From an optimization exercise on the open Yosys and OpenROAD flow, aimed at small area, a short achievable clock period and few clock cycles per item; shortcuts taken in it are not production practice.
No run shown here included a check of the RTL's function; only the layout flow was run.
Power is estimated from default activity; no workload was simulated.

## flow/design.v (module list and top-level ports; edited modules follow where they fit)
// module cnm_top: 1403 lines
// module cnm_fa: 4 lines
// module cnm_ha: 4 lines
// module cnm_hn: 4 lines
// module cnm_ao: 3 lines
// module cnm_an: 3 lines
// module cnm_x2: 3 lines
// module cnm_xn: 3 lines
// module cnm_or: 3 lines
module cnm_top (
    input  logic               clk,
    input  logic               rst,
    input  logic               in_valid,
    input  logic signed [7:0]  rea,
    input  logic signed [7:0]  ima,
    input  logic signed [7:0]  req,
    input  logic signed [7:0]  imq,
    output logic               out_valid,
    output logic signed [15:0] rep,
    output logic signed [15:0] imp
);
  // ...
==> flow/flow/run.sh <==
#!/bin/bash
# Own layout flow: the standard flow (standard synthesis, same steps and
# settings) with two changes:
#  - the port buffers are the small sky130 buf_1 cell instead of the delay
#    cell buffer_ports picks by default (every input and output port still
#    gets its own buffer; repair may resize them);
#  - clock tree synthesis adds no dummy loads.
set -euo pipefail
export BUFFER_PORTS_ARGS="-buffer_cell sky130_fd_sc_hd__buf_1"
export CTS_ARGS="-sink_clustering_enable -repair_clock_nets -dont_use_dummy_load -buf_list {sky130_fd_sc_hd__clkbuf_4 sky130_fd_sc_hd__clkbuf_8}"
bash standard.sh > flow_make.log 2>&1
==> flow/standard.sh <==
#!/bin/bash
# synth_recipe.tcl (not shown) runs the flow's synth.tcl, then flattens the netlist and writes it again
# the make line also repeats each setting of config.mk as NAME=value (left out here)
make -C /OpenROAD-flow-scripts/flow DESIGN_CONFIG=/design/flow/config.mk WORK_HOME=/design/flow/orfs CLKGATE_MAP_FILE= SYNTH_SCRIPT=/design/flow/synth_recipe.tcl "${@:-finish}"
==> flow/config.mk <==
export PLATFORM = sky130hd
export DESIGN_NAME = cnm_top
export DESIGN_NICKNAME = cnm_top
export VERILOG_FILES = /design/flow/design.v
export SDC_FILE = /design/flow/constraint.sdc
export NUM_CORES = 4
export LEC_CHECK = 0
export CAP_MARGIN = 20
export CORE_MARGIN = 2
export CORE_UTILIZATION = 40
export CTS_BUF_LIST = sky130_fd_sc_hd__clkbuf_4 sky130_fd_sc_hd__clkbuf_8
export SETUP_SLACK_MARGIN = 4.5
export SLEW_MARGIN = 20
export SYNTH_HIERARCHICAL = 1
==> flow/constraint.sdc <==
create_clock -name core_clock -period 7.0 [get_ports {clk}]
set_input_delay 1.4000 -clock core_clock [delete_from_list [all_inputs] [get_ports {clk}]]
set_output_delay 1.4000 -clock core_clock [all_outputs]
set_load 0.01 [all_outputs]
==> flow_summary.ini, run 1 <==
[pwr]
swShare_pct = 38.36
comb_power_mw = 2.57
top_power_group = combinational cells

[clock_network]
cts_resized = 53
cts_hold_buffers = 0

[timing]
hold_viol_final = 0
worst_pin_slew_ps = 553.5
fin_tns_setup_ps = 0
hold_ws_ps = 328.5

[worst_setup_path]
arrival_ps = 2770
crit_type = flip-flop to flip-flop
startpoint = imq_nneg_r[0]
slowest_delay_ps = 460
timing.rr.end = imp_s532_q1_708
path_cells = inv_4, a221o_2, o21ai_1, fa_1, fa_1, fa_1

[cells_and_area]
buffer_area_share_pct = 4.765
nNetsFinal = 1087
register_area_um2 = 3138
drive_gt1_share_pct = 10.11
final_common_cell = xnor2_1

[grt]
grt_pass1_vias = 6225
grt_max_degree = 22
grt.met3_usage_pct = 3.621

[status]
outcome = timing/DRC/antenna clean

[yosys]
synthArstFlopShare_pct = 0
yosysSeqAreaShare_pct = 31.36
ys_top_cells_by_area = dfxtp_1, fa_1, xnor2_1, a22oi_1, ha_1
synthAdderAreaFrac_pct = 26.28
synth_fp_nets = 1040
synth_mux_area_share_pct = 0
synth_edf_count = 0
yosysTopAreaCellShare_pct = 31.36
yosysTopAreaCell = dfxtp_1
yosys.area_share.simple_pct = 5.712

[die]
num_rows = 56

[hold_path]
hold-path-cell-count = 0
hold_class = flip-flop to flip-flop

[routing]
via_per_inst = 5.214
met3WireLength_mm = 1.623

[placement]
gp_congestion = 0.8706
dp_slack_ps = 4004
==> run 2: changes to the inputs <==
--- a/flow/design.v
+++ b/flow/design.v
@@ -1407,2 +1407,29 @@
 endmodule
+module cnm_fx (input logic a, input logic b, input logic c, output logic s, output logic co);
+    logic x;
+    cnm_x2 u_ab (.a(a), .b(b), .y(x));
+    cnm_x2 u_xc (.a(x), .b(c), .y(s));
+    cnm_mj u_mj (.a(a), .b(b), .c(c), .y(co));
+endmodule
+module cnm_mj (input logic a, input logic b, input logic c, output logic y);
+    assign y = (a & b) | (a & c) | (b & c);
+endmodule
+module cnm_aoi (input logic a1, input logic a2, input logic b1, input logic b2, output logic y);
+    assign y = ~((a1 & a2) | (b1 & b2));
+endmodule
+module cnm_nd (input logic a, input logic b, output logic y);
+    assign y = ~(a & b);
+endmodule
+module cnm_bs (input logic one, input logic two, input logic ng, input logic x, input logic xm, output logic y);
+    assign y = ((one & x) | (two & xm)) ^ ng;
+endmodule
+module cnm_bsn (input logic one, input logic two, input logic ng, input logic x, input logic xm, output logic y);
+    assign y = ~(((one & x) | (two & xm)) ^ ng);
+endmodule
+module cnm_b0 (input logic one, input logic two, input logic ng, input logic x, output logic y);
+    assign y = (one & x) ^ ng;
+endmodule
+module cnm_b0n (input logic one, input logic two, input logic ng, input logic x, output logic y);
+    assign y = ~((one & x) ^ ng);
+endmodule
 module cnm_ha (input logic a, input logic b, output logic s, output logic co);
--- a/flow/flow/run.sh
+++ b/flow/flow/run.sh
@@ -2,3 +2,6 @@
 # Own layout flow: the standard flow (standard synthesis, same steps and
-# settings) with two changes:
+# settings) with these changes:
+#  - after the floorplan step, combinational cells that synthesis mapped at a
+#    larger drive strength are set back to drive strength 1 (downsize.tcl);
+#    the standard repair steps that follow upsize where timing needs it;
 #  - the port buffers are the small sky130 buf_1 cell instead of the delay
@@ -10,2 +13,7 @@
 export CTS_ARGS="-sink_clustering_enable -repair_clock_nets -dont_use_dummy_load -buf_list {sky130_fd_sc_hd__clkbuf_4 sky130_fd_sc_hd__clkbuf_8}"
+bash standard.sh floorplan > flow_make_floorplan.log 2>&1
+RESULTS=orfs/results/$FLOW_PLATFORM/cnm_top/base \
+LIB=$FLOW_HOME/platforms/$FLOW_PLATFORM/lib/sky130_fd_sc_hd__tt_025C_1v80.lib \
+  openroad -no_init -exit flow/downsize.tcl > downsize.log 2>&1
+touch orfs/results/$FLOW_PLATFORM/cnm_top/base/2_floorplan.odb
 bash standard.sh > flow_make.log 2>&1
==> flow/flow/downsize.tcl (new file) <==
# Set every combinational cell of the synthesized, floorplanned design to its
# drive-strength-1 variant (same function and footprint family). The flow's
# later repair steps upsize again where timing needs it. Registers, clock and
# tap cells are left alone.
set results $::env(RESULTS)
read_liberty $::env(LIB)
read_db $results/2_floorplan.odb
set n 0
foreach inst [get_cells *] {
  set ref [get_property $inst ref_name]
  if {![regexp {^(sky130_fd_sc_hd__([a-z0-9]+))_([0-9]+)$} $ref -> base fn drive]} continue
  if {$drive <= 1} continue
  if {[regexp {^(df|ed|sd|dl|clk|tap|fill|decap|conb|probe|lpflow|buf|inv|bufinv|dly)} $fn]} continue
  set lc [get_lib_cells -quiet ${base}_1]
  if {$lc eq ""} continue
  replace_cell $inst $lc
  incr n
}
puts "downsized $n cells"
write_db $results/2_floorplan.odb
==> run 2 against run 1 <==
Net effect:
- still clean on timing, DRC and antenna
- routed wire length about the same
- synthesized cell count unchanged
- cell count up 0.16%
- critical path depth down 1
- cell area up 0.28%
- clock skew down 11 ps
- combinational power about the same
- clock power about the same
- non-clock buffer count up 3
- power down 0.71%
- maximum frequency up 1.5%
- largest cell class unchanged
- largest power group unchanged
==> flow_summary.ini, run 2 <==
[status]
outcome = timing/DRC/antenna clean

[worst_setup_path]
worstPathRequired_ps = 7330
slowest_delay_ps = 480
path_buf_inv = 1
crit_fanout = 11
crit_type = flip-flop to flip-flop
slowest_stage = fa_1
path_cells = inv_2, xnor2_1, fa_1, fa_1, fa_1
crit_family = adder cells
startpoint_type = flip-flop
cp_common_cell = fa_1
cp-end-kind = flip-flop
arrival_ps = 2760

[yosys]
synth_commonest_cells = dfxtp_1, xnor2_1, fa_1
netlist_instances = 865
synth.most_common_cell = dfxtp_1
synth_area_per_cell_um2 = 11.14
yosysTopAreaCell = dfxtp_1
yosysSeqAreaShare_pct = 31.36
ys_top_cells_by_area = dfxtp_1, fa_1, xnor2_1, a22oi_1, ha_1
ys_ff_latch = 151
synth_edf_count = 0
ys_types = 29
synth_fp_nets = 1040
synthArstFlopShare_pct = 0
synth_ff_type = dfxtp_1
yosysTopAreaCellShare_pct = 31.36
yosys_warnings = 7
syn_area_um2 = 9638

[pwr]
power.total_mw = 4.461
p_per_area_nw_per_um2 = 426.8
p_sw_mw = 1.698
vdd_drop_max_v = 0.0002079
p_int_mw = 2.763
power_leakage_nw = 3.987
p_clk_share_pct = 11.2
comb_power_share_pct = 56.9
swShare_pct = 38.07
power_frac_seq_pct = 31.8

[cells_and_area]
nNetsFinal = 1090
diodes = 0
reg_top3 = imp (16), rep (16)
final_common_cell = xnor2_1
drive_gt1_share_pct = 10.62
fillers = 2298
area_growth_pct = 8.451
final_cell_mix = xnor2_1, dfxtp_1, fa_1

[grt]
track_usage_pct = 17.04
overflow = 0
antenna_found_initial = 0
grt_pass1_vias = 6395
grt_pass1_wl_mm = 33.94
grt_max_degree = 22

[clock_network]
cts_root_buf = clkbuf_8
clkTransAtPathRegs_ps = 80
cts_max_level = 4
cts_buffers = 17
clock_sinks = 151
tritoncts = yes
clockBufferDepth = 2
clkLatencyLatePin_ps = 460
cts_hold_buffers = 0

[timing]
hold_ws_ps = 327.2
max_freq_mhz = 411.9
rsz0062_at_grt = true
post-route-period-util_pct = 34.68
layout_min_cycle_time_ps = 2428
slew_headroom_pct = 65.32
fin_tns_setup_ps = 0
hold_viol_final = 0
finalSetupViolCount = 0
slew_viol_final = 0
fin_skew_ps = 22.54
worst_pin_slew_ps = 514.8

[routing]
vias = 6456
via_per_inst = 5.240
ant_nets = 0
wl_per_cell_um = 17.02
drc = 0
drt_wl_total_mm = 20.97
drtPass1Iterations = 5
drt_iter0_drc = 457

[die]
io_pins = 68
die_width_um = 159.2
start_util_pct = 40.94
coreArea_um2 = 23540
fp.dieArea_um2 = 25350
dieHeight_um = 159.2
num_rows = 56

[placement]
gp_congestion = 0.8760
port_buffers = 67
dp_hpwl_mm = 14.99

[hold_path]
hold_class = flip-flop to flip-flop

[flow_run]
drv_cap = 0
[run 2: cell counts after synthesis]
No cell type changed its count.
[run 2: stage by stage]
stage	cell area, um^2	cells	setup WS (ps)	util, %
final	10450	1232	4572	44.40
after CTS	10200	1209	4506	43.31
after floorplan	9638	865	4505	-
after detailed placement	9834	1189	4003	41.77
after global routing	10450	1232	4467	44.40
after global placement	9834	1189	4094	41.77
[run 2: final timing paths]
kind                       from               to  slack, ps  depth (start not counted)
setup / recovery  imq_nneg_r[1]  rep_s195_q1_673       4570                          5
hold / removal      n652_q1_734           rep[1]        330                          0
setup reg to reg  imq_nneg_r[1]  rep_s195_q1_673       4570                          5
hold reg to reg     n652_q1_734           rep[1]        330                          0
[run 2: cell type report]
cell class | instances | area, um^2 | share of cell area, %
Multi-Input combinational cell | 620 | 6051 | 57.89
Timing Repair Buffer | 97 | 505.5 | 4.836
Sequential cell | 151 | 3142 | 30.06
Clock buffer | 17 | 234.0 | 2.238
Inverter | 28 | 121.4 | 1.161
Tap cell | 319 | 399.1 | 3.819
[run 2: per-layer routing]
metal | wire [um] | GRT usage, % | up-vias
met5 | 0 | 0 | -
met4 | 389 | 5.331 | 0
met3 | 1479 | 3.647 | 25
met2 | 9800 | 27.17 | 235
met1 | 9299 | 23.25 | 3166
li1 | - | - | 3030
[run 2: power by group through the flow]
stage	registers, mW	logic, mW	clock network (mW)
after floorplan	1.42	2.07	0
after global placement	1.45	2.54	0
after detailed placement	1.46	2.56	0
after CTS	1.43	2.58	0.533
after global routing	1.46	2.95	0.562
final	1.42	2.54	0.502
[run 2: per-module statistics from Yosys (local to each module, per instance), excerpt]
module / flip-flops and latches / area [um^2] / cells inside / times used
cnm_an: 0 / 6.256 / 1 / 18
cnm_ao: 0 / 7.507 / 1 / 40
cnm_fa: 0 / 20.02 / 1 / 104
cnm_ha: 0 / 12.51 / 1 / 30
cnm_or: 0 / 6.256 / 1 / 24
cnm_top: 151 / 6197 / 601 / 1
cnm_xn: 0 / 8.758 / 1 / 48
[run 2: timing repair]
item | in CTS | in global routing
setup buffers | 3 | 23
resized for setup | 61 | 23
setup endpoints to repair | 52 | 19
endpoints found under the hold margin | 0 | 0
pin swaps | 0 | 6
[run 2: kinds of logic (layout without fill, tap and decap cells)]
| kind of cell | count (synthesis) | in the layout | synth area share, % |
|---|---|---|---|
| AO/OA/AOI/OAI | 222 | 222 | 16.11 |
| XOR/XNOR | 159 | 159 | 14.45 |
| adder cells (fa/ha/maj) | 140 | 140 | 26.28 |
| buffers and inverters | 94 | 142 | 6.089 |
| flip-flops | 151 | 151 | 31.36 |
| AND/OR/NAND/NOR | 99 | 99 | 5.712 |
[run 2: worst register-to-register path, stage by stage, from the launching register on]
cell	delay, ps
dfxtp_4	470
inv_2	200
xnor2_1	260
fa_1	480
fa_1	450
fa_1	440

-- separate check: timing with driven ports --
In the flow no input, the clock included, has a driving cell. The finished layouts below were timed again as built, in two steps.
Step 1 (the two cells are an assumption about what drives the block):
set clk [get_ports {clk}]
set_driving_cell -lib_cell sky130_fd_sc_hd__clkbuf_16 $clk
set_driving_cell -lib_cell sky130_fd_sc_hd__buf_2 [delete_from_list [all_inputs] $clk]
Step 2, shift: input delay + t, output delay - t, t = (earliest + latest rising clock arrival at the registers) / 2. This alone moves slack from input paths to output paths.
a / b / c = no drivers / after step 1 / after step 2; a / b = the first two.
run | shift t [ns] | setup slack, ns | worst hold slack (ns) | cell pins on the clock port's net
run 1 | 0.485 | 4.537 / 4.537 / 4.537 | 0.328 / 0.328 / 0.328 | 1
run 2 | 0.483 | 4.572 / 4.572 / 4.572 | 0.327 / 0.327 / 0.327 | 1
After both steps every run listed still meets setup and hold.
